Background: an optimization exercise with open tools, aiming at small area, a short achievable clock period and few clock cycles. Do not read the settings as production practice. At most, simulation tests tie the RTL to the original design; equivalence was not proved. Power and IR drop assume default switching activity.

== the previous run ==
==> module bubble_sort, before the edit <==
module bubble_sort(
input clk,
input rst_n,
input [63:0] data,
input en,
output logic [7:0] data_o,
output logic [63:0] data_sort_o,
output logic wr_en,
output logic last
);
function automatic logic le8(input logic [7:0] x, input logic [7:0] y);
  logic [7:0] g, l;
  logic [3:0] g2, l2;
  logic [1:0] g4, l4;
  g = x & ~y;
  l = ~x & y;
  for (int k = 0; k < 4; k++) begin
    g2[k] = g[2*k+1] | (~l[2*k+1] & g[2*k]);
    l2[k] = l[2*k+1] | (~g[2*k+1] & l[2*k]);
  end
  for (int k = 0; k < 2; k++) begin
    g4[k] = g2[2*k+1] | (~l2[2*k+1] & g2[2*k]);
    l4[k] = l2[2*k+1] | (~g2[2*k+1] & l2[2*k]);
  end
  le8 = ~(g4[1] | (~l4[1] & g4[0]));
endfunction
logic [7:0] x [4];       
logic [7:0] y [4];
logic [3:0] s;           
logic [55:0] srt;        
logic [7:0] rem;         
logic [2:0] cnt;         
logic busy;
logic [7:0] hd [4];
always_comb
  for (int i = 0; i < 4; i++) hd[i] = s[i] ? x[i] : y[i];
logic c [4][4];          
logic [3:0] win;
always_comb begin
  for (int i = 0; i < 4; i++)
    for (int j = 0; j < 4; j++)
      c[i][j] = le8(hd[i], hd[j]);
  for (int i = 0; i < 4; i++) begin
    win[i] = busy;
    for (int j = 0; j < 4; j++)
      if (j > i) win[i] = win[i] & c[i][j];
      else if (j < i) win[i] = win[i] & ~c[j][i];
  end
end
logic [7:0] m, rem_nxt;
always_comb begin
  m = 8'd0;
  rem_nxt = 8'hff;
  for (int i = 0; i < 4; i++) begin
    m = m | (hd[i] & {8{win[i]}});
    rem_nxt = rem_nxt & (x[i] | {8{win[i] & s[i]}}) & (y[i] | {8{win[i] & ~s[i]}});
  end
end
always_ff @(posedge clk) begin
  for (int i = 0; i < 4; i++) begin
    if (en || (win[i] && s[i]))  x[i] <= en ? data[16*i +: 8] : 8'hff;
    if (en || (win[i] && !s[i])) y[i] <= en ? data[16*i+8 +: 8] : 8'hff;
    if (en) s[i] <= le8(data[16*i +: 8], data[16*i+8 +: 8]);
    else if (win[i]) s[i] <= ~s[i];
  end
  if (busy) srt <= {srt[47:0], m};
  rem <= rem_nxt;
  cnt <= en ? 3'd0 : cnt + 3'd1;
end
always_ff @(posedge clk or negedge rst_n)
  if (!rst_n) begin
    busy  <= 1'b0;
    wr_en <= 1'b0;
    last  <= 1'b1;
  end else begin
    busy  <= en | (busy & (cnt != 3'd6));
    wr_en <= busy;
    last  <= ~(en | (busy & (cnt != 3'd6)));
  end
assign data_o = srt[7:0];
assign data_sort_o = {srt, rem};
endmodule
export LEC_CHECK = 0
export CAP_MARGIN = 20
export CORE_MARGIN = 2
export CORE_UTILIZATION = 40
export SETUP_SLACK_MARGIN = 2.5
export SLEW_MARGIN = 20
create_clock -name core_clock -period 5.0 [get_ports {clk}]
standard.sh (not shown) runs the stock make flow with config.mk's settings and CLKGATE_MAP_FILE= SYNTH_SCRIPT=/design/flow/synth_recipe.tcl, a recipe that flattens the netlist after the stock synthesis.
==> flow/flow/run.sh <==
#!/bin/bash
set -euo pipefail
export BUFFER_PORTS_ARGS="-buffer_cell sky130_fd_sc_hd__buf_1"
bash standard.sh > flow_standard.log 2>&1
> inputs changed (the previous run -> the current run)
--- a/flow/design.v
+++ b/flow/design.v
@@ -21,51 +21,57 @@
   for (int k = 0; k < 2; k++) begin
     g4[k] = g2[2*k+1] | (~l2[2*k+1] & g2[2*k]);
     l4[k] = l2[2*k+1] | (~g2[2*k+1] & l2[2*k]);
   end
   le8 = ~(g4[1] | (~l4[1] & g4[0]));
 endfunction
-logic [7:0] x [4];       
-logic [7:0] y [4];
-logic [3:0] s;           
+logic [7:0] lo [4];      
+logic [7:0] hi [4];      
 logic [55:0] srt;        
 logic [7:0] rem;         
 logic [2:0] cnt;         
 logic busy;
-logic [7:0] hd [4];
+logic [7:0] pa [4], pb [4];
+logic [3:0] ple;
 always_comb
-  for (int i = 0; i < 4; i++) hd[i] = s[i] ? x[i] : y[i];
+  for (int i = 0; i < 4; i++) begin
+    pa[i] = data[16*i +: 8];
+    pb[i] = data[16*i+8 +: 8];
+    ple[i] = le8(pa[i], pb[i]);
+  end
 logic c [4][4];          
 logic [3:0] win;
 always_comb begin
   for (int i = 0; i < 4; i++)
     for (int j = 0; j < 4; j++)
-      c[i][j] = le8(hd[i], hd[j]);
+      c[i][j] = le8(lo[i], lo[j]);
   for (int i = 0; i < 4; i++) begin
     win[i] = busy;
     for (int j = 0; j < 4; j++)
       if (j > i) win[i] = win[i] & c[i][j];
       else if (j < i) win[i] = win[i] & ~c[j][i];
   end
 end
 logic [7:0] m, rem_nxt;
 always_comb begin
   m = 8'd0;
   rem_nxt = 8'hff;
   for (int i = 0; i < 4; i++) begin
-    m = m | (hd[i] & {8{win[i]}});
-    rem_nxt = rem_nxt & (x[i] | {8{win[i] & s[i]}}) & (y[i] | {8{win[i] & ~s[i]}});
+    m = m | (lo[i] & {8{win[i]}});
+    rem_nxt = rem_nxt & hi[i] & (lo[i] | {8{win[i]}});
   end
 end
 always_ff @(posedge clk) begin
-  for (int i = 0; i < 4; i++) begin
-    if (en || (win[i] && s[i]))  x[i] <= en ? data[16*i +: 8] : 8'hff;
-    if (en || (win[i] && !s[i])) y[i] <= en ? data[16*i+8 +: 8] : 8'hff;
-    if (en) s[i] <= le8(data[16*i +: 8], data[16*i+8 +: 8]);
-    else if (win[i]) s[i] <= ~s[i];
-  end
+  for (int i = 0; i < 4; i++)
+    if (en) begin
+      lo[i] <= ple[i] ? pa[i] : pb[i];
+      hi[i] <= ple[i] ? pb[i] : pa[i];
+    end else if (win[i]) begin
+      lo[i] <= hi[i];
+      hi[i] <= 8'hff;
+    end
   if (busy) srt <= {srt[47:0], m};
   rem <= rem_nxt;
   cnt <= en ? 3'd0 : cnt + 3'd1;
 end
 always_ff @(posedge clk or negedge rst_n)
   if (!rst_n) begin
| row count | the current run vs the previous run | 2.0% lower |
Re post-synthesis share of cell area spent on full adders, half adders and majority gates: the current run and the previous run aren't equal, and the lower value belongs to the previous run.
The net count reported at finish of the current run is lower than that of the previous run.
The current run vs the previous run on area of all placed cells without fillers: the current run is the lower one.
Compared to the previous run, the current run has switching component of the power 0.62 mW lower.
Between the previous run and the current run, the XOR/XNOR share of the synthesized area figures differ only marginally.
Number of buffers other than clock buffers in the final layout shrinks by more than 10% when moving from the previous run to the current run.
Going from the previous run to the current run, instance count after placement with tap cells included shrinks by about 4%.
Compared the current run vs the previous run, and area after synthesis is down in the current run.
A path type of the worst setup path of primary input to flip-flop is what the current run shows, while flip-flop to flip-flop belongs to the previous run.
Against the previous run, the current run comes in about 5% lower on area of the die.
In the current run, power is lower than in the previous run.
The clock-buffer cell count of the current run exceeds that of the previous run by 1.
Testbench counts of the current run, summed over its fixed seeds: cycles 12,800.
Only the layout flow was run in the previous run; the RTL was not checked for function there.

* * *

lane 1:
bubble_sort, a different RTL version from the one above (not shown whole).
Size: roughly 820 cells after synthesis, ~140 I/O pins.
==> module bubble_sort, before the edit <==
module bubble_sort(
input clk,
input rst_n,
input [63:0] data,
input en,
output logic [7:0] data_o,
output logic [63:0] data_sort_o,
output logic wr_en,
output logic last
);
function automatic logic le8(input logic [7:0] x, input logic [7:0] y);
  logic [7:0] g, l;
  logic gt;
  g = x & ~y;
  l = ~x & y;
  gt = 1'b0;
  for (int i = 0; i < 8; i++) begin
    logic t;
    t = g[i];
    for (int j = i + 1; j < 8; j++) t = t & ~g[j] & ~l[j];
    gt = gt | t;
  end
  le8 = ~gt;
endfunction
logic [7:0] nlo [4];     
logic [7:0] nhi [4];     
logic [55:0] srt;        
logic [2:0] cnt;         
logic busy;              
logic [7:0] pa [4], pb [4];
logic [3:0] ple;
always_comb
  for (int i = 0; i < 4; i++) begin
    pa[i] = data[16*i +: 8];
    pb[i] = data[16*i+8 +: 8];
    ple[i] = le8(pa[i], pb[i]);
  end
logic c [4][4];          
logic [3:0] win;
always_comb begin
  for (int i = 0; i < 4; i++)
    for (int j = 0; j < 4; j++)
      c[i][j] = le8(nlo[j], nlo[i]);
  for (int i = 0; i < 4; i++) begin
    win[i] = busy;
    for (int j = 0; j < 4; j++)
      if (j > i) win[i] = win[i] & c[i][j];
      else if (j < i) win[i] = win[i] & ~c[j][i];
  end
end
logic [7:0] m, rem;
always_comb begin
  m = 8'd0;
  rem = 8'hff;
  for (int i = 0; i < 4; i++) begin
    m = m | (~nlo[i] & {8{win[i]}});
    rem = rem & ~nlo[i];
  end
end
always_ff @(posedge clk) begin
  for (int i = 0; i < 4; i++)
    if (en) begin
      nlo[i] <= ~(ple[i] ? pa[i] : pb[i]);
      nhi[i] <= ~(ple[i] ? pb[i] : pa[i]);
    end else if (win[i]) begin
      nlo[i] <= nhi[i];
      nhi[i] <= 8'h00;
    end
  if (busy) srt <= {srt[47:0], m};
  cnt <= en ? 3'd0 : cnt + 3'd1;
end
always_ff @(posedge clk or negedge rst_n)
  if (!rst_n) begin
    wr_en <= 1'b0;
    last  <= 1'b1;
  end else begin
    wr_en <= busy;
    last  <= ~(en | (busy & (cnt != 3'd6)));
  end
assign busy = ~last;
assign data_o = srt[7:0];
assign data_sort_o = {srt, rem};
endmodule
clock: 5.0 ns
lec_check: 0
abc_area: 1
cap_margin: 20
core_margin: 2
core_utilization: 60
cts_buf_list: sky130_fd_sc_hd__clkbuf_8
setup_slack_margin: 2.7
slew_margin: 20
tns_end_percent: 10
==> flow/flow/run.sh <==
#!/bin/bash
set -euo pipefail
export BUFFER_PORTS_ARGS="-buffer_cell sky130_fd_sc_hd__buf_1"
export CTS_ARGS="-sink_clustering_enable -repair_clock_nets -dont_use_dummy_load -buf_list sky130_fd_sc_hd__clkbuf_8"
bash standard.sh > flow_standard.log 2>&1
Inputs modified between lane 1 and lane 2:
diff --git a/flow/design.v b/flow/design.v
--- a/flow/design.v
+++ b/flow/design.v
@@ -21,10 +21,10 @@
     gt = gt | t;
   end
   le8 = ~gt;
 endfunction
-logic [7:0] nlo [4];     
-logic [7:0] nhi [4];     
+logic [7:0] lo [4];      
+logic [7:0] hi [4];      
 logic [55:0] srt;        
 logic [2:0] cnt;         
 logic busy;              
 logic [7:0] pa [4], pb [4];
@@ -39,9 +39,9 @@
 logic [3:0] win;
 always_comb begin
   for (int i = 0; i < 4; i++)
     for (int j = 0; j < 4; j++)
-      c[i][j] = le8(nlo[j], nlo[i]);
+      c[i][j] = le8(lo[i], lo[j]);
   for (int i = 0; i < 4; i++) begin
     win[i] = busy;
     for (int j = 0; j < 4; j++)
       if (j > i) win[i] = win[i] & c[i][j];
@@ -52,20 +52,20 @@
 always_comb begin
   m = 8'd0;
   rem = 8'hff;
   for (int i = 0; i < 4; i++) begin
-    m = m | (~nlo[i] & {8{win[i]}});
-    rem = rem & ~nlo[i];
+    m = m | (lo[i] & {8{win[i]}});
+    rem = rem & lo[i];
   end
 end
 always_ff @(posedge clk) begin
   for (int i = 0; i < 4; i++)
     if (en) begin
-      nlo[i] <= ~(ple[i] ? pa[i] : pb[i]);
-      nhi[i] <= ~(ple[i] ? pb[i] : pa[i]);
+      lo[i] <= ple[i] ? pa[i] : pb[i];
+      hi[i] <= ple[i] ? pb[i] : pa[i];
     end else if (win[i]) begin
-      nlo[i] <= nhi[i];
-      nhi[i] <= 8'h00;
+      lo[i] <= hi[i];
+      hi[i] <= 8'hff;
     end
   if (busy) srt <= {srt[47:0], m};
   cnt <= en ? 3'd0 : cnt + 3'd1;
 end
--- outcome ---
Number of non-clock inverters went up by a few percent going from lane 1 to lane 2. The startpoint of the worst setup timing path comes out nlo[1][3]$_DFFE_PP_ in one run and lo[0][1]$_DFFE_PP_ in the other, namely in lane 1 and lane 2 respectively. Changes observed in lane 2 relative to lane 1: longest individual stage delay on the worst path went down; flip-flop and latch count roughly the same; count of nets after finishing fell by 0.39%; post-synthesis compound-gate area fraction now larger; worst voltage drop across the vdd grid increased 9.4%. Wire length: lane 2 worse than lane 1. In the reports for lane 2 and lane 1, the larger filler-free cell count of the finished design belongs to lane 1. Re critical path depth: lane 1 was lower than lane 2. Taking lane 1 as the reference, in lane 2 power density over the cells now sits at about the same level; final hold slack went down. Taking lane 1 as the reference, in lane 2 number of I/O port buffers was more or less identical, total nets after synthesis went down by 3.4%. In lane 2 the first-pass GRT wire length turned out 2.2% lower than in lane 1.
Testbench counts of lane 2, summed over its fixed seeds: cycles 12,800.
Function not checked in lane 1: the RTL went through the layout flow alone.

-- what the ideal ports hide --
The results above use ideal ports. As a check the final layouts listed here were re-extracted and re-timed, cells and wires unchanged.
Step 1 assumes that a clkbuf_16 drives the clock port and a buf_2 every other input.
Step 2 moves the port delays by t, midway between the first and last clock arrival at a register: inputs arrive t later, outputs are due t later. That takes back most of the time a late clock gives input paths.
Slacks: ideal ports / drivers / drivers and shift; pairs: ideal ports / drivers.
| run | t, ns | slack for setup (ns) | worst setup path at the end | worst data-port slew with drivers (ns) | pins driven straight from the clock port |
|---|---|---|---|---|---|
| the previous run | 0.468 | 1.701 / 1.701 / 1.596 | input to register | 0.04 | 1 |
| the current run | 0.458 | 2.121 / 2.128 / 1.670 | input to register | 0.06 | 1 |
| lane 1 | 0.455 | 2.580 / 2.541 / 2.291 | input to register | 0.04 | 1 |
| lane 2 | 0.467 | 2.586 / 2.550 / 2.334 | input to register | 0.04 | 1 |
After both steps every run listed still meets setup and hold. The setup slack of the current run, which loses most, moves by +0.007 ns with the drivers and by -0.451 ns with both steps.
